Background: an optimization exercise with open tools, aiming at small area, a short achievable clock period and few clock cycles per item. Do not read the settings as production practice.
No functional check of the RTL was part of any run shown here.
The clock port is modelled as an ideal driver; clocking choices that lean on that would not hold on a real chip.
Power is estimated from default activity; no workload was simulated.

==> flow/design.v (outline; a module is shown in full before it is edited, if it fits) <==
// module Convolution: 2273 lines
// module fa: 6 lines
// module wsel: 7 lines
// module cpa: 24 lines
module Convolution(clk, rst_n, in_valid, weight_valid,
  In_IFM_1, In_IFM_2, In_IFM_3, In_IFM_4, In_IFM_5, In_IFM_6, In_IFM_7, In_IFM_8, In_IFM_9,
  In_Weight_1, In_Weight_2, In_Weight_3, In_Weight_4, In_Weight_5, In_Weight_6, In_Weight_7, In_Weight_8, In_Weight_9,
  out_valid, Out_OFM);
  // ...
==> flow/flow/run.sh <==
#!/bin/bash
# Own flow: the standard ORFS flow (standard synthesis, same steps and scripts), with
#  - port buffers of a plain small buffer cell (every input and output port still gets one),
#  - a tighter setup-slack target for the resizer's timing repair (flow/margin.txt),
#  - optionally (flow/post_cts.tcl) a step after clock-tree synthesis that sizes down cells
#    that are faster than needed, keeping the same setup-slack target.
# Each tool's full output goes to flow_orfs.log in this folder; ORFS's per-step logs stay
# under orfs/logs/.
set -euo pipefail
MARGIN=$(cat flow/margin.txt 2>/dev/null || echo 5.0)
export BUFFER_PORTS_ARGS="-buffer_cell sky130_fd_sc_hd__buf_1"
if [[ -f flow/post_cts.tcl ]]; then
  export POST_CTS_TCL=$PWD/flow/post_cts.tcl
fi
export OWN_MARGIN=$MARGIN
bash standard.sh SETUP_SLACK_MARGIN=$MARGIN finish > flow_orfs.log 2>&1
==> flow/flow/margin.txt <==
5.4
==> flow/flow/post_cts.tcl <==
# After clock-tree synthesis and its timing repair: size down cells on paths with more
# setup slack than the target, then legalise the placement again.
estimate_parasitics -placement
repair_timing -recover_power 100 -setup_margin $::env(OWN_MARGIN) -verbose
detailed_placement
check_placement -verbose
==> flow/standard.sh <==
#!/bin/bash
# synth_recipe.tcl (not shown) runs the flow's synth.tcl, then flattens the netlist and writes it again
# the make line also repeats each setting of config.mk as NAME=value (left out here)
make -C /OpenROAD-flow-scripts/flow DESIGN_CONFIG=/design/flow/config.mk WORK_HOME=/design/flow/orfs CLKGATE_MAP_FILE= SYNTH_SCRIPT=/design/flow/synth_recipe.tcl "${@:-finish}"
==> flow/config.mk <==
export PLATFORM = sky130hd
export DESIGN_NAME = Convolution
export DESIGN_NICKNAME = Convolution
export VERILOG_FILES = /design/flow/design.v
export SDC_FILE = /design/flow/constraint.sdc
export NUM_CORES = 8
export LEC_CHECK = 0
export ABC_CLOCK_PERIOD_IN_PS = 2000
export CAP_MARGIN = 20
export CORE_MARGIN = 2
export CORE_UTILIZATION = 60
export CTS_CLUSTER_DIAMETER = 100
export CTS_CLUSTER_SIZE = 20
export PLACE_DENSITY = 0.7
export SLEW_MARGIN = 20
export SYNTH_HIERARCHICAL = 1
==> flow/constraint.sdc <==
create_clock -name core_clock -period 8.0 [get_ports {clk}]
set_input_delay 1.6000 -clock core_clock [delete_from_list [all_inputs] [get_ports {clk}]]
set_output_delay 1.6000 -clock core_clock [all_outputs]
set_load 0.01 [all_outputs]
==> flow_metrics.tcl, run 1 <==
set metrics [dict create \
    status "no timing/DRC/antenna violations" \
    gr-total-overflow 0 \
    fp.dieH_microns 208 \
    hold_class "reg -> reg" \
    drt-wirelength-per-cell_microns 25.0 \
    final_critical_path_setup_slack_ns 5.36 \
    r2r_cells 4 \
    antenna_cells 0 \
    critPathLaunchType "flip-flop" \
    cp_max_fo 1 \
    clkbuf_count 29 \
    path_cells "clkbuf_2" \
    top_register "ofm" \
    yosysWarnings 7 \
    grt_use_met1_pct 42.1 \
    async_reset_ff_share_pct 1.20 \
    grt_start_max_net_pins 45 \
    seq-cell-share_pct 33.5 \
    synth_fa_ha_area_share_pct 45.3 \
    worst_ep_arrival_time_ns 1.04 \
    avgSynthCellArea_sq_um 13.6 \
    crit_slowest_cell "dfrtp_1" \
    multiInputGateArea_sq_mm 0.0146 \
    grt_pass1_vias 15035 \
    r2r-end "k1_837" \
    grt_setup_unrepaired "true" \
    synth_top_area_cell "fa_1" \
    cp_top_family "flip-flops" \
    wl_met1_mm 23.7 \
    grtUsageMet3_pct 4.59 \
    p_seq_share_pct 35.2 \
    nFlopsAndLatches 418 \
    finClkSkew_ns 0.0215 \
    syn_area_sq_mm 0.0250 \
    synth_seq_cells 418 \
    final-seq-area_sq_mm 0.00841 \
    syn-instance-count 1841 \
    p_int_mw 5.90 \
    drive_above_1_share_pct 4.79 \
    area_growth_pct 0.460 \
    synth_top_area_share_pct 44.8 \
    critPathRequiredTime_ns 6.40 \
    min_period_ns 2.64 \
    n_tap_cell 532 \
    powerComb_mw 5.11 \
]
==> run 2: changes to the inputs <==
--- a/flow/design.v
+++ b/flow/design.v
@@ -65,21 +65,21 @@
   w3 <= wn3;
   w4 <= wn4;
   w5 <= wn5;
   w6 <= wn6;
   w7 <= wn7;
   w8 <= wn8;
   w9 <= wn9;
 end
-reg [4:0] vld;
+reg [3:0] vld;
 always @(posedge clk or negedge rst_n)
-  if (!rst_n) vld <= 5'd0;
-  else vld <= {vld[3:0], in_valid};
-assign out_valid = vld[4];
+  if (!rst_n) vld <= 4'd0;
+  else vld <= {vld[2:0], in_valid};
+assign out_valid = vld[3];
 reg k1_801;
 reg k1_802;
 reg k1_803;
 reg k1_804;
 reg k1_805;
 reg k1_806;
 reg k1_807;
 reg k1_808;
@@ -293,42 +293,16 @@
 reg k2_1278;
 reg k2_1279;
 reg k2_1280;
 reg k2_1281;
 reg k2_1282;
 reg k2_1283;
 reg k2_1284;
 reg k2_1285;
-reg k3_1336;
-reg k3_1337;
-reg k3_1338;
-reg k3_1339;
-reg k3_1340;
-reg k3_1341;
-reg k3_1342;
-reg k3_1343;
-reg k3_1344;
-reg k3_1345;
-reg k3_1346;
-reg k3_1347;
-reg k3_1348;
-reg k3_1349;
-reg k3_1350;
-reg k3_1351;
-reg k3_1352;
-reg k3_1353;
-reg k3_1354;
-reg k3_1355;
-reg k3_1356;
-reg k3_1357;
-reg k3_1358;
-reg k3_1359;
-reg k3_1360;
-reg k3_1361;
 wire pp1_0_0 = ~(x1[0] & w1[0]);
 wire pp1_0_1 = ~(x1[0] & w1[1]);
 wire pp1_0_2 = ~(x1[0] & w1[2]);
 wire pp1_0_3 = ~(x1[0] & w1[3]);
 wire pp1_0_4 = ~(x1[0] & w1[4]);
 wire pp1_0_5 = ~(x1[0] & w1[5]);
 wire pp1_0_6 = ~(x1[0] & w1[6]);
 wire pp1_0_7 = ~(x1[0] & w1[7]);
@@ -1958,65 +1932,67 @@
 fa u_s1231(.a(c1224), .b(s1229), .c(c1226), .s(s1231), .co(c1232));
 wire s1233, c1234;
 fa u_s1233(.a(1'b1), .b(k1_802), .c(k1_803), .s(s1233), .co(c1234));
 wire s1235, c1236;
 fa u_s1235(.a(1'b1), .b(c1234), .c(s979), .s(s1235), .co(c1236));
 wire s1237, c1238;
 fa u_s1237(.a(c980), .b(s985), .c(c1236), .s(s1237), .co(c1238));
 wire s1286, c1287;
-fa u_s1286(.a(k2_1245), .b(k2_1246), .c(k2_1247), .s(s1286), .co(c1287));
+fa u_s1286(.a(1'b1), .b(k2_1243), .c(k2_1285), .s(s1286), .co(c1287));
 wire s1288, c1289;
-fa u_s1288(.a(k2_1248), .b(k2_1249), .c(k2_1250), .s(s1288), .co(c1289));
+fa u_s1288(.a(1'b1), .b(k2_1244), .c(c1287), .s(s1288), .co(c1289));
 wire s1290, c1291;
-fa u_s1290(.a(k2_1251), .b(c1287), .c(s1288), .s(s1290), .co(c1291));
+fa u_s1290(.a(k2_1245), .b(k2_1246), .c(k2_1247), .s(s1290), .co(c1291));
 wire s1292, c1293;
-fa u_s1292(.a(k2_1252), .b(k2_1253), .c(k2_1254), .s(s1292), .co(c1293));
+fa u_s1292(.a(k2_1248), .b(k2_1249), .c(k2_1250), .s(s1292), .co(c1293));
 wire s1294, c1295;
-fa u_s1294(.a(c1289), .b(s1292), .c(c1291), .s(s1294), .co(c1295));
+fa u_s1294(.a(k2_1252), .b(k2_1253), .c(k2_1254), .s(s1294), .co(c1295));
 wire s1296, c1297;
 fa u_s1296(.a(k2_1255), .b(k2_1256), .c(k2_1257), .s(s1296), .co(c1297));
 wire s1298, c1299;
-fa u_s1298(.a(k2_1258), .b(c1293), .c(s1296), .s(s1298), .co(c1299));
+fa u_s1298(.a(k2_1259), .b(k2_1260), .c(k2_1261), .s(s1298), .co(c1299));
 wire s1300, c1301;
-fa u_s1300(.a(k2_1259), .b(k2_1260), .c(k2_1261), .s(s1300), .co(c1301));
+fa u_s1300(.a(k2_1263), .b(k2_1264), .c(k2_1265), .s(s1300), .co(c1301));
 wire s1302, c1303;
-fa u_s1302(.a(k2_1262), .b(c1297), .c(s1300), .s(s1302), .co(c1303));
+fa u_s1302(.a(k2_1267), .b(k2_1268), .c(k2_1269), .s(s1302), .co(c1303));
 wire s1304, c1305;
-fa u_s1304(.a(k2_1263), .b(k2_1264), .c(k2_1265), .s(s1304), .co(c1305));
+fa u_s1304(.a(1'b1), .b(k2_1270), .c(k2_1271), .s(s1304), .co(c1305));
 wire s1306, c1307;
-fa u_s1306(.a(k2_1266), .b(c1301), .c(s1304), .s(s1306), .co(c1307));
+fa u_s1306(.a(k2_1272), .b(k2_1273), .c(k2_1274), .s(s1306), .co(c1307));
 wire s1308, c1309;
-fa u_s1308(.a(k2_1267), .b(k2_1268), .c(k2_1269), .s(s1308), .co(c1309));
+fa u_s1308(.a(k2_1275), .b(k2_1276), .c(k2_1277), .s(s1308), .co(c1309));
 wire s1310, c1311;
-fa u_s1310(.a(k2_1270), .b(k2_1271), .c(c1305), .s(s1310), .co(c1311));
+fa u_s1310(.a(1'b1), .b(k2_1279), .c(k2_1280), .s(s1310), .co(c1311));
 wire s1312, c1313;
-fa u_s1312(.a(s1308), .b(s1310), .c(c1307), .s(s1312), .co(c1313));
+fa u_s1312(.a(1'b1), .b(k2_1281), .c(k2_1282), .s(s1312), .co(c1313));
 wire s1314, c1315;
-fa u_s1314(.a(k2_1272), .b(k2_1273), .c(k2_1274), .s(s1314), .co(c1315));
+fa u_s1314(.a(1'b1), .b(k2_1283), .c(k2_1284), .s(s1314), .co(c1315));
 wire s1316, c1317;
-fa u_s1316(.a(c1309), .b(s1314), .c(c1311), .s(s1316), .co(c1317));
+fa u_s1316(.a(1'b1), .b(k2_1251), .c(c1291), .s(s1316), .co(c1317));
 wire s1318, c1319;
-fa u_s1318(.a(k2_1275), .b(k2_1276), .c(k2_1277), .s(s1318), .co(c1319));
+fa u_s1318(.a(1'b1), .b(c1293), .c(s1294), .s(s1318), .co(c1319));
 wire s1320, c1321;
-fa u_s1320(.a(k2_1278), .b(c1315), .c(s1318), .s(s1320), .co(c1321));
+fa u_s1320(.a(k2_1258), .b(c1295), .c(s1296), .s(s1320), .co(c1321));
 wire s1322, c1323;
-fa u_s1322(.a(k2_1279), .b(k2_1280), .c(c1319), .s(s1322), .co(c1323));
+fa u_s1322(.a(k2_1262), .b(c1297), .c(s1298), .s(s1322), .co(c1323));
 wire s1324, c1325;
-fa u_s1324(.a(k2_1281), .b(k2_1282), .c(c1323), .s(s1324), .co(c1325));
+fa u_s1324(.a(k2_1266), .b(c1299), .c(s1300), .s(s1324), .co(c1325));
 wire s1326, c1327;
-fa u_s1326(.a(k2_1283), .b(k2_1284), .c(c1325), .s(s1326), .co(c1327));
+fa u_s1326(.a(c1301), .b(s1304), .c(s1302), .s(s1326), .co(c1327));
 wire s1328, c1329;
-fa u_s1328(.a(1'b1), .b(k2_1243), .c(k2_1285), .s(s1328), .co(c1329));
+fa u_s1328(.a(c1305), .b(c1303), .c(s1306), .s(s1328), .co(c1329));
 wire s1330, c1331;
-fa u_s1330(.a(1'b1), .b(k2_1244), .c(c1329), .s(s1330), .co(c1331));
+fa u_s1330(.a(k2_1278), .b(c1307), .c(s1308), .s(s1330), .co(c1331));
 wire s1332, c1333;
-fa u_s1332(.a(1'b1), .b(s1286), .c(c1331), .s(s1332), .co(c1333));
+fa u_s1332(.a(1'b1), .b(c1309), .c(s1310), .s(s1332), .co(c1333));
 wire s1334, c1335;
-fa u_s1334(.a(1'b1), .b(s1290), .c(c1333), .s(s1334), .co(c1335));
+fa u_s1334(.a(1'b1), .b(c1311), .c(s1312), .s(s1334), .co(c1335));
+wire s1336, c1337;
+fa u_s1336(.a(1'b1), .b(c1313), .c(s1314), .s(s1336), .co(c1337));
 always @(posedge clk) begin
   k1_801 <= s7;
   k1_802 <= s25;
   k1_803 <= s27;
   k1_804 <= s53;
   k1_805 <= s55;
   k1_806 <= c28;
   k1_807 <= s57;
@@ -2231,80 +2207,262 @@
   k2_1278 <= c1208;
   k2_1279 <= c1220;
   k2_1280 <= s1227;
   k2_1281 <= c1228;
   k2_1282 <= s1231;
   k2_1283 <= c1230;
   k2_1284 <= c1232;
   k2_1285 <= c1238;
-  k3_1336 <= k2_1239;
-  k3_1337 <= k2_1240;
-  k3_1338 <= k2_1241;
-  k3_1339 <= k2_1242;
-  k3_1340 <= s1328;
-  k3_1341 <= s1330;
-  k3_1342 <= s1332;
-  k3_1343 <= s1334;
-  k3_1344 <= s1294;
-  k3_1345 <= s1298;
-  k3_1346 <= c1295;
-  k3_1347 <= c1299;
-  k3_1348 <= s1302;
-  k3_1349 <= c1303;
-  k3_1350 <= s1306;
-  k3_1351 <= s1312;
-  k3_1352 <= s1316;
-  k3_1353 <= c1313;
-  k3_1354 <= s1320;
-  k3_1355 <= c1317;
-  k3_1356 <= s1322;
-  k3_1357 <= c1321;
-  k3_1358 <= s1324;
-  k3_1359 <= s1326;
-  k3_1360 <= c1327;
-  k3_1361 <= c1335;
 end
-wire [11:0] fa_a = {1'b1,k3_1360,k3_1359,k3_1358,k3_1356,k3_1354,k3_1352,k3_1351,k3_1349,k3_1347,k3_1345,k3_1344};
-wire [11:0] fa_b = {1'b1,1'b1,1'b1,1'b1,k3_1357,k3_1355,k3_1353,1'b1,k3_1350,k3_1348,k3_1346,k3_1361};
-wire [11:0] hi;
-cpa #(.N(12), .LV(4)) u_cpa(.a(fa_a), .b(fa_b), .s(hi));
+wire [13:0] fa_a = {1'b1,c1315,s1336,s1334,s1332,s1330,s1328,s1326,s1324,s1322,s1320,s1318,s1292,s1290};
+wire [13:0] fa_b = {1'b1,c1337,c1335,c1333,c1331,c1329,c1327,c1325,c1323,c1321,c1319,c1317,s1316,c1289};
+wire [13:0] hi;
+wire cg0, cp0;
+skm_g u_cg0(.a(fa_a[0]), .b(fa_b[0]), .y(cg0));
+skm_x u_cp0(.a(fa_a[0]), .b(fa_b[0]), .y(cp0));
+wire ct0;
+skm_t u_ct0(.a(fa_a[0]), .b(fa_b[0]), .y(ct0));
+wire cg1, cp1;
+skm_g u_cg1(.a(fa_a[1]), .b(fa_b[1]), .y(cg1));
+skm_x u_cp1(.a(fa_a[1]), .b(fa_b[1]), .y(cp1));
+wire ct1;
+skm_t u_ct1(.a(fa_a[1]), .b(fa_b[1]), .y(ct1));
+wire cg2, cp2;
+skm_g u_cg2(.a(fa_a[2]), .b(fa_b[2]), .y(cg2));
+skm_x u_cp2(.a(fa_a[2]), .b(fa_b[2]), .y(cp2));
+wire ct2;
+skm_t u_ct2(.a(fa_a[2]), .b(fa_b[2]), .y(ct2));
+wire cg3, cp3;
+skm_g u_cg3(.a(fa_a[3]), .b(fa_b[3]), .y(cg3));
+skm_x u_cp3(.a(fa_a[3]), .b(fa_b[3]), .y(cp3));
+wire ct3;
+skm_t u_ct3(.a(fa_a[3]), .b(fa_b[3]), .y(ct3));
+wire cg4, cp4;
+skm_g u_cg4(.a(fa_a[4]), .b(fa_b[4]), .y(cg4));
+skm_x u_cp4(.a(fa_a[4]), .b(fa_b[4]), .y(cp4));
+wire ct4;
+skm_t u_ct4(.a(fa_a[4]), .b(fa_b[4]), .y(ct4));
+wire cg5, cp5;
+skm_g u_cg5(.a(fa_a[5]), .b(fa_b[5]), .y(cg5));
+skm_x u_cp5(.a(fa_a[5]), .b(fa_b[5]), .y(cp5));
+wire ct5;
+skm_t u_ct5(.a(fa_a[5]), .b(fa_b[5]), .y(ct5));
+wire cg6, cp6;
+skm_g u_cg6(.a(fa_a[6]), .b(fa_b[6]), .y(cg6));
+skm_x u_cp6(.a(fa_a[6]), .b(fa_b[6]), .y(cp6));
+wire ct6;
+skm_t u_ct6(.a(fa_a[6]), .b(fa_b[6]), .y(ct6));
+wire cg7, cp7;
+skm_g u_cg7(.a(fa_a[7]), .b(fa_b[7]), .y(cg7));
+skm_x u_cp7(.a(fa_a[7]), .b(fa_b[7]), .y(cp7));
+wire ct7;
+skm_t u_ct7(.a(fa_a[7]), .b(fa_b[7]), .y(ct7));
+wire cg8, cp8;
+skm_g u_cg8(.a(fa_a[8]), .b(fa_b[8]), .y(cg8));
+skm_x u_cp8(.a(fa_a[8]), .b(fa_b[8]), .y(cp8));
+wire ct8;
+skm_t u_ct8(.a(fa_a[8]), .b(fa_b[8]), .y(ct8));
+wire cg9, cp9;
+skm_g u_cg9(.a(fa_a[9]), .b(fa_b[9]), .y(cg9));
+skm_x u_cp9(.a(fa_a[9]), .b(fa_b[9]), .y(cp9));
+wire ct9;
+skm_t u_ct9(.a(fa_a[9]), .b(fa_b[9]), .y(ct9));
+wire cg10, cp10;
+skm_g u_cg10(.a(fa_a[10]), .b(fa_b[10]), .y(cg10));
+skm_x u_cp10(.a(fa_a[10]), .b(fa_b[10]), .y(cp10));
+wire ct10;
+skm_t u_ct10(.a(fa_a[10]), .b(fa_b[10]), .y(ct10));
+wire cg11, cp11;
+skm_g u_cg11(.a(fa_a[11]), .b(fa_b[11]), .y(cg11));
+skm_x u_cp11(.a(fa_a[11]), .b(fa_b[11]), .y(cp11));
+wire ct11;
+skm_t u_ct11(.a(fa_a[11]), .b(fa_b[11]), .y(ct11));
+wire cg12, cp12;
+skm_g u_cg12(.a(fa_a[12]), .b(fa_b[12]), .y(cg12));
+skm_x u_cp12(.a(fa_a[12]), .b(fa_b[12]), .y(cp12));
+wire ct12;
+skm_t u_ct12(.a(fa_a[12]), .b(fa_b[12]), .y(ct12));
+wire cg13, cp13;
+skm_g u_cg13(.a(fa_a[13]), .b(fa_b[13]), .y(cg13));
+skm_x u_cp13(.a(fa_a[13]), .b(fa_b[13]), .y(cp13));
+wire ct13;
+skm_t u_ct13(.a(fa_a[13]), .b(fa_b[13]), .y(ct13));
+wire pg0_1, pp0_1;
+skm_o11110 u_pg0_1(.gi(cg1), .pi(ct1), .gj(cg0), .pj(ct0), .go(pg0_1), .po(pp0_1));
+wire pg0_2, pp0_2;
+skm_o11000 u_pg0_2(.gi(cg2), .pi(ct2), .gj(pg0_1), .pj(pp0_1), .go(pg0_2), .po(pp0_2));
+wire pg0_3, pp0_3;
+skm_o11000 u_pg0_3(.gi(cg3), .pi(ct3), .gj(pg0_2), .pj(pp0_2), .go(pg0_3), .po(pp0_3));
+wire pg0_4, pp0_4;
+skm_o11000 u_pg0_4(.gi(cg4), .pi(ct4), .gj(pg0_3), .pj(pp0_3), .go(pg0_4), .po(pp0_4));
+wire pg0_5, pp0_5;
+skm_o11000 u_pg0_5(.gi(cg5), .pi(ct5), .gj(pg0_4), .pj(pp0_4), .go(pg0_5), .po(pp0_5));
+wire pg0_6, pp0_6;
+skm_o11000 u_pg0_6(.gi(cg6), .pi(ct6), .gj(pg0_5), .pj(pp0_5), .go(pg0_6), .po(pp0_6));
+wire pg0_7, pp0_7;
+skm_o11000 u_pg0_7(.gi(cg7), .pi(ct7), .gj(pg0_6), .pj(pp0_6), .go(pg0_7), .po(pp0_7));
+wire pg0_8, pp0_8;
+skm_o11000 u_pg0_8(.gi(cg8), .pi(ct8), .gj(pg0_7), .pj(pp0_7), .go(pg0_8), .po(pp0_8));
+wire pg0_9, pp0_9;
+skm_o11000 u_pg0_9(.gi(cg9), .pi(ct9), .gj(pg0_8), .pj(pp0_8), .go(pg0_9), .po(pp0_9));
+wire pg0_10, pp0_10;
+skm_o11000 u_pg0_10(.gi(cg10), .pi(ct10), .gj(pg0_9), .pj(pp0_9), .go(pg0_10), .po(pp0_10));
+wire pg0_11, pp0_11;
+skm_o11000 u_pg0_11(.gi(cg11), .pi(ct11), .gj(pg0_10), .pj(pp0_10), .go(pg0_11), .po(pp0_11));
+wire pg0_12, pp0_12;
+skm_o11000 u_pg0_12(.gi(cg12), .pi(ct12), .gj(pg0_11), .pj(pp0_11), .go(pg0_12), .po(pp0_12));
+wire pg0_13, pp0_13;
+skm_o11000 u_pg0_13(.gi(cg13), .pi(ct13), .gj(pg0_12), .pj(pp0_12), .go(pg0_13), .po(pp0_13));
+wire pg1_2, pp1_2;
+skm_o00111 u_pg1_2(.gi(pg0_2), .pi(pp0_2), .gj(cg0), .pj(ct0), .go(pg1_2), .po(pp1_2));
+wire pg1_3, pp1_3;
+skm_o00001 u_pg1_3(.gi(pg0_3), .pi(pp0_3), .gj(pg0_1), .pj(pp0_1), .go(pg1_3), .po(pp1_3));
+wire pg1_4, pp1_4;
+skm_o00111 u_pg1_4(.gi(pg0_4), .pi(pp0_4), .gj(pg1_2), .pj(pp1_2), .go(pg1_4), .po(pp1_4));
+wire pg1_5, pp1_5;
+skm_o00111 u_pg1_5(.gi(pg0_5), .pi(pp0_5), .gj(pg1_3), .pj(pp1_3), .go(pg1_5), .po(pp1_5));
+wire pg1_6, pp1_6;
+skm_o00111 u_pg1_6(.gi(pg0_6), .pi(pp0_6), .gj(pg1_4), .pj(pp1_4), .go(pg1_6), .po(pp1_6));
+wire pg1_7, pp1_7;
+skm_o00111 u_pg1_7(.gi(pg0_7), .pi(pp0_7), .gj(pg1_5), .pj(pp1_5), .go(pg1_7), .po(pp1_7));
+wire pg1_8, pp1_8;
+skm_o00111 u_pg1_8(.gi(pg0_8), .pi(pp0_8), .gj(pg1_6), .pj(pp1_6), .go(pg1_8), .po(pp1_8));
+wire pg1_9, pp1_9;
+skm_o00111 u_pg1_9(.gi(pg0_9), .pi(pp0_9), .gj(pg1_7), .pj(pp1_7), .go(pg1_9), .po(pp1_9));
+wire pg1_10, pp1_10;
+skm_o00111 u_pg1_10(.gi(pg0_10), .pi(pp0_10), .gj(pg1_8), .pj(pp1_8), .go(pg1_10), .po(pp1_10));
+wire pg1_11, pp1_11;
+skm_o00111 u_pg1_11(.gi(pg0_11), .pi(pp0_11), .gj(pg1_9), .pj(pp1_9), .go(pg1_11), .po(pp1_11));
+wire pg1_12, pp1_12;
+skm_o00111 u_pg1_12(.gi(pg0_12), .pi(pp0_12), .gj(pg1_10), .pj(pp1_10), .go(pg1_12), .po(pp1_12));
+wire pg1_13, pp1_13;
+skm_o00111 u_pg1_13(.gi(pg0_13), .pi(pp0_13), .gj(pg1_11), .pj(pp1_11), .go(pg1_13), .po(pp1_13));
+wire pg2_4, pp2_4;
+skm_o11110 u_pg2_4(.gi(pg1_4), .pi(pp1_4), .gj(cg0), .pj(ct0), .go(pg2_4), .po(pp2_4));
+wire pg2_5, pp2_5;
+skm_o11000 u_pg2_5(.gi(pg1_5), .pi(pp1_5), .gj(pg0_1), .pj(pp0_1), .go(pg2_5), .po(pp2_5));
+wire pg2_6, pp2_6;
+skm_o11190 u_pg2_6(.gi(pg1_6), .pi(pp1_6), .gj(pg1_2), .pj(pg1_2), .go(pg2_6), .po(pp2_6));
+wire pg2_7, pp2_7;
+skm_o11190 u_pg2_7(.gi(pg1_7), .pi(pp1_7), .gj(pg1_3), .pj(pg1_3), .go(pg2_7), .po(pp2_7));
+wire pg2_8, pp2_8;
+skm_o11000 u_pg2_8(.gi(pg1_8), .pi(pp1_8), .gj(pg2_4), .pj(pp2_4), .go(pg2_8), .po(pp2_8));
+wire pg2_9, pp2_9;
+skm_o11000 u_pg2_9(.gi(pg1_9), .pi(pp1_9), .gj(pg2_5), .pj(pp2_5), .go(pg2_9), .po(pp2_9));
+wire pg2_10, pp2_10;
+skm_o11000 u_pg2_10(.gi(pg1_10), .pi(pp1_10), .gj(pg2_6), .pj(None), .go(pg2_10), .po(pp2_10));
+wire pg2_11, pp2_11;
+skm_o11000 u_pg2_11(.gi(pg1_11), .pi(pp1_11), .gj(pg2_7), .pj(None), .go(pg2_11), .po(pp2_11));
+wire pg2_12, pp2_12;
+skm_o11000 u_pg2_12(.gi(pg1_12), .pi(pp1_12), .gj(pg2_8), .pj(pp2_8), .go(pg2_12), .po(pp2_12));
+wire pg2_13, pp2_13;
+skm_o11000 u_pg2_13(.gi(pg1_13), .pi(pp1_13), .gj(pg2_9), .pj(pp2_9), .go(pg2_13), .po(pp2_13));
+wire pg3_8, pp3_8;
+skm_o00191 u_pg3_8(.gi(pg2_8), .pi(pp2_8), .gj(cg0), .pj(cg0), .go(pg3_8), .po(pp3_8));
+wire pg3_9, pp3_9;
+skm_o00091 u_pg3_9(.gi(pg2_9), .pi(pp2_9), .gj(pg0_1), .pj(pg0_1), .go(pg3_9), .po(pp3_9));
+wire pg3_10, pp3_10;
+skm_o00191 u_pg3_10(.gi(pg2_10), .pi(pp2_10), .gj(pg1_2), .pj(pg1_2), .go(pg3_10), .po(pp3_10));
+wire pg3_11, pp3_11;
+skm_o00191 u_pg3_11(.gi(pg2_11), .pi(pp2_11), .gj(pg1_3), .pj(pg1_3), .go(pg3_11), .po(pp3_11));
+wire pg3_12, pp3_12;
+skm_o00091 u_pg3_12(.gi(pg2_12), .pi(pp2_12), .gj(pg2_4), .pj(pg2_4), .go(pg3_12), .po(pp3_12));
+wire pg3_13, pp3_13;
+skm_o00091 u_pg3_13(.gi(pg2_13), .pi(pp2_13), .gj(pg2_5), .pj(pg2_5), .go(pg3_13), .po(pp3_13));
+assign hi[0] = cp0;
+skm_s1 u_sum1(.p(cp1), .c(cg0), .s(hi[1]));
+skm_s0 u_sum2(.p(cp2), .c(pg0_1), .s(hi[2]));
+skm_s1 u_sum3(.p(cp3), .c(pg1_2), .s(hi[3]));
+skm_s1 u_sum4(.p(cp4), .c(pg1_3), .s(hi[4]));
+skm_s0 u_sum5(.p(cp5), .c(pg2_4), .s(hi[5]));
+skm_s0 u_sum6(.p(cp6), .c(pg2_5), .s(hi[6]));
+skm_s0 u_sum7(.p(cp7), .c(pg2_6), .s(hi[7]));
+skm_s0 u_sum8(.p(cp8), .c(pg2_7), .s(hi[8]));
+skm_s1 u_sum9(.p(cp9), .c(pg3_8), .s(hi[9]));
+skm_s1 u_sum10(.p(cp10), .c(pg3_9), .s(hi[10]));
+skm_s1 u_sum11(.p(cp11), .c(pg3_10), .s(hi[11]));
+skm_s1 u_sum12(.p(cp12), .c(pg3_11), .s(hi[12]));
+skm_s1 u_sum13(.p(cp13), .c(pg3_12), .s(hi[13]));
 reg [19:0] ofm;
-always @(posedge clk) ofm <= {hi, ~{k3_1343,k3_1342,k3_1341,k3_1340,k3_1339,k3_1338,k3_1337,k3_1336}};
+always @(posedge clk) ofm <= {hi, ~{s1288,s1286,k2_1242,k2_1241,k2_1240,k2_1239}};
 assign Out_OFM = {1'd0, ofm};
 endmodule
 module fa(a, b, c, s, co);
 input a, b, c;
 output s, co;
 assign s = a ^ b ^ c;
 assign co = (a & b) | (a & c) | (b & c);
 endmodule
+module skm_g(a, b, y);
+input a, b;
+output y;
+assign y = ~(a | b);
+endmodule
+module skm_t(a, b, y);
+input a, b;
+output y;
+assign y = ~(a & b);
+endmodule
+module skm_x(a, b, y);
+input a, b;
+output y;
+assign y = a ^ b;
+endmodule
+module skm_o00001(gi, pi, gj, pj, go, po);
+input gi, pi, gj, pj;
+output go, po;
+assign go = (~gi | (~pi & ~gj));
+assign po = (~pi & ~pj);
+endmodule
+module skm_o00091(gi, pi, gj, pj, go, po);
+input gi, pi, gj, pj;
+output go, po;
+assign go = (~gi | (~pi & ~gj));
+assign po = 1'b0;
+endmodule
+module skm_o00111(gi, pi, gj, pj, go, po);
+input gi, pi, gj, pj;
+output go, po;
+assign go = (~gi | (~pi & gj));
+assign po = (~pi & pj);
+endmodule
+module skm_o00191(gi, pi, gj, pj, go, po);
+input gi, pi, gj, pj;
+output go, po;
+assign go = (~gi | (~pi & gj));
+assign po = 1'b0;
+endmodule
+module skm_o11000(gi, pi, gj, pj, go, po);
+input gi, pi, gj, pj;
+output go, po;
+assign go = ~(gi | (pi & ~gj));
+assign po = ~(pi & ~pj);
+endmodule
+module skm_o11110(gi, pi, gj, pj, go, po);
+input gi, pi, gj, pj;
+output go, po;
+assign go = ~(gi | (pi & gj));
+assign po = ~(pi & pj);
+endmodule
+module skm_o11190(gi, pi, gj, pj, go, po);
+input gi, pi, gj, pj;
+output go, po;
+assign go = ~(gi | (pi & gj));
+assign po = 1'b0;
+endmodule
+module skm_s0(p, c, s);
+input p, c;
+output s;
+assign s = ~(p ^ c);
+endmodule
+module skm_s1(p, c, s);
+input p, c;
+output s;
+assign s = p ^ c;
+endmodule
 module wsel(s, a, b, y);
 parameter N = 8;
 input s;
 input [N-1:0] a, b;
 output [N-1:0] y;
 assign y = s ? a : b;
 endmodule
-module cpa(a, b, s);
-parameter N = 16;
-parameter LV = 4;   
-input [N-1:0] a, b;
-output [N-1:0] s;
-wire [(LV+1)*N-1:0] g, p;
-assign g[N-1:0] = {a[N-1:1] & b[N-1:1], a[0] | b[0]};   
-assign p[N-1:0] = a ^ b;
-genvar l, i;
-generate
-  for (l = 0; l < LV; l = l + 1) begin : lvl
-    for (i = 0; i < N; i = i + 1) begin : bt
-      if ((i >> l) % 2 == 1) begin : op
-        assign g[(l+1)*N+i] = g[l*N+i] | (p[l*N+i] & g[l*N+((i>>l)<<l)-1]);
-        assign p[(l+1)*N+i] = p[l*N+i] & p[l*N+((i>>l)<<l)-1];
-      end else begin : pass
-        assign g[(l+1)*N+i] = g[l*N+i];
-        assign p[(l+1)*N+i] = p[l*N+i];
-      end
-    end
-  end
-endgenerate
-assign s = ~(p[N-1:0] ^ {g[LV*N+N-2:LV*N], 1'b1});
-endmodule
==> flow/flow/margin.txt (replaced) <==
5.35
==> flow_metrics.tcl, run 2 <==
set metrics [dict create \
    min_from "k1_801" \
    drive_above_1_share_pct 7.11 \
    fp.dieH_microns 208 \
    cts_tree "yes" \
    syn_area_sq_mm 0.0249 \
    design_area_sq_mm 0.0252 \
    grt_setup_unrepaired "true" \
    mostFrequentLayoutCells "nand2_1, fa_1, dfxtp_1" \
    fillers 3338 \
    coreArea_sq_mm 0.0409 \
    min_path_cells 0 \
    power_density_mw_per_mm2 500 \
    worst_ep_arrival_time_ns 4.88 \
    drt-pass1-iter-count 6 \
    finClkSkew_ns 0.0209 \
    ios 170 \
    min_period_ns 4.38 \
    die_area_sq_mm 0.0432 \
    finalSetupViolCount 0 \
    portBuffers 168 \
    critPathRequiredTime_ns 8.49 \
    antenna_found_initial 1 \
    hold_class "reg -> reg" \
    grt_pass1_vias 15731 \
    r2r_cells 19 \
    rows 74 \
    place_congestion 0.979 \
    grt_pass1_wl_mm 99.1 \
    status "no timing/DRC/antenna violations" \
    maxSlewViolCount 0 \
    critPathLaunchType "flip-flop" \
    mostFrequentLayoutCell "nand2_1" \
    fin_crit_sh_pct 54.8 \
    crit_start "k2_1243" \
    clock_latency_ns 0.57 \
    antenna_left 0 \
    r2r-end "ofm[19]" \
    totalPowerFinal_mw 12.6 \
    cts.sinks 391 \
    largest_reg_flops 20 \
    hold_end "k2_1239" \
    cp_max_fo 3 \
    avgViaCountPerCell 5.62 \
    initial_core_util_pct 60.9 \
    gr-total-overflow 0 \
    die_w_microns 208 \
    syn-instance-count 1908 \
    avgSynthCellArea_sq_um 13.1 \
    dp_hpwl_mm 53.1 \
    gr-usage-all-layers_pct 31.4 \
    yosysWarnings 10 \
    area_growth_pct 1.12 \
    top_register "ofm" \
    r2r-start "k2_1243" \
    ir_worst_vdd_uv 365 \
    crit_type "reg -> reg" \
    slew-limit-headroom_pct 61.5 \
    routed_wl_mm 63.9 \
    ff2ff_setup_slack_ns 3.62 \
    endpoint_kind "flip-flop" \
    grt_start_max_net_pins 41 \
    antenna_cells 0 \
    drt-wirelength-per-cell_microns 25.4 \
    tns_ns 0 \
    hold_viol 0 \
    num_vias 14121 \
    cts.clk_slew.worst_paths_ns 0.09 \
    worstMarginPinSlew_ns 0.577 \
    maxCapViolCount 0 \
    placed_area_sq_mm 0.0246 \
    route.detailed.drc 0 \
    nNetsFinal 2687 \
    leakagePower_nw 9.09 \
    drtIter0Drc 1323 \
    fmax_ghz 0.228 \
]
## run 2: where the power goes
part	internal, mW	leakage, nW	switching, mW	total [mW]
clock	0.517	0.291	0.647	1.16
sequential	2.76	3.30	0.510	3.27
combinational	3.71	5.50	4.45	8.17
total	6.99	9.09	5.61	12.6
## run 2: cell type report
type                       instances  area (sq um)  share of cell area [%]
multi-input combinational       1343         15100                    60.0
sequential                       391          7860                    31.2
timing repair buffer             187           838                    3.33
tap                              532           666                    2.64
clock buffer                      24           579                    2.30
inverter                          36           135                   0.536
clock inverter                     1          11.3                  0.0447
## run 2: worst max-delay path: stages (launching register included)
cell and delay (ns):
dfxtp_1 0.32, fa_1 0.40, fa_1 0.53, nand2_1 0.23, nand2_2 0.11, nand2b_4 0.15
nand2b_4 0.15, nand2b_4 0.16, nand2b_1 0.18, nand2b_1 0.19, nand2b_1 0.19, nand2b_1 0.23
nand2b_1 0.25, nand2b_1 0.25, nand2b_1 0.20, nand2b_1 0.19, nor2b_1 0.21, nand2b_1 0.10
o21ai_2 0.13, xor2_1 0.13
## run 2: layer usage
layer,vias up,track usage (%),wire length (microns)
met3,134,6.10,6480
met2,806,47.0,28200
met4,0,13.9,3580
met5,-,0,0
met1,7380,45.2,25600
li1,5801,-,-
## run 2: how the worst max path moves through the flow
stage               endpoint  cells past startpoint
floorplan            ofm[19]                     28
global placement     ofm[19]                     30
detailed placement   ofm[19]                     30
global route         ofm[19]                     19
finish               ofm[19]                     19
## run 2: through the flow
stage | hold slack [ns] | cells | util [%] | setup WS (ns)
2_1_floorplan | 0.310 | 1924 | - | 4.37
3_3_place_gp | 0.315 | 2471 | 60.0 | 3.50
3_5_place_dp | 0.313 | 2471 | 60.0 | 3.48
5_1_grt | 0.346 | 2514 | 61.6 | 3.36
6_report | 0.331 | 2514 | 61.6 | 3.62

==> re-timing with driven ports <==
The results above use ideal ports. As a check the final layouts listed here were re-extracted and re-timed, cells and wires unchanged. Step 1: set_driving_cell puts a clkbuf_16 on clk and a buf_2 on each other input, an assumption about the parent block. Step 2 moves the port delays by t, midway between the first and last clock arrival at a register: inputs arrive t later, outputs are due t later. That takes back most of the time a late clock gives input paths. Slacks: no drivers / after step 1 / after step 2; pairs: no drivers / after step 1.
run | shift t [ns] | setup WS [ns] | clock arrival spread, ns | worst slew at a driven data input, ns | cell pins on the clock port's net
run 1 | 0.610 | 5.357 / 5.301 / 5.012 | 0.022 / 0.022 | 0.05 | 1
run 2 | 0.619 | 3.617 / 3.617 / 3.617 | 0.021 / 0.021 | 0.07 | 1
After both steps setup and hold are still met in every run listed. The setup slack of run 1, which loses most, moves by -0.056 ns with the drivers and by -0.345 ns with both steps.
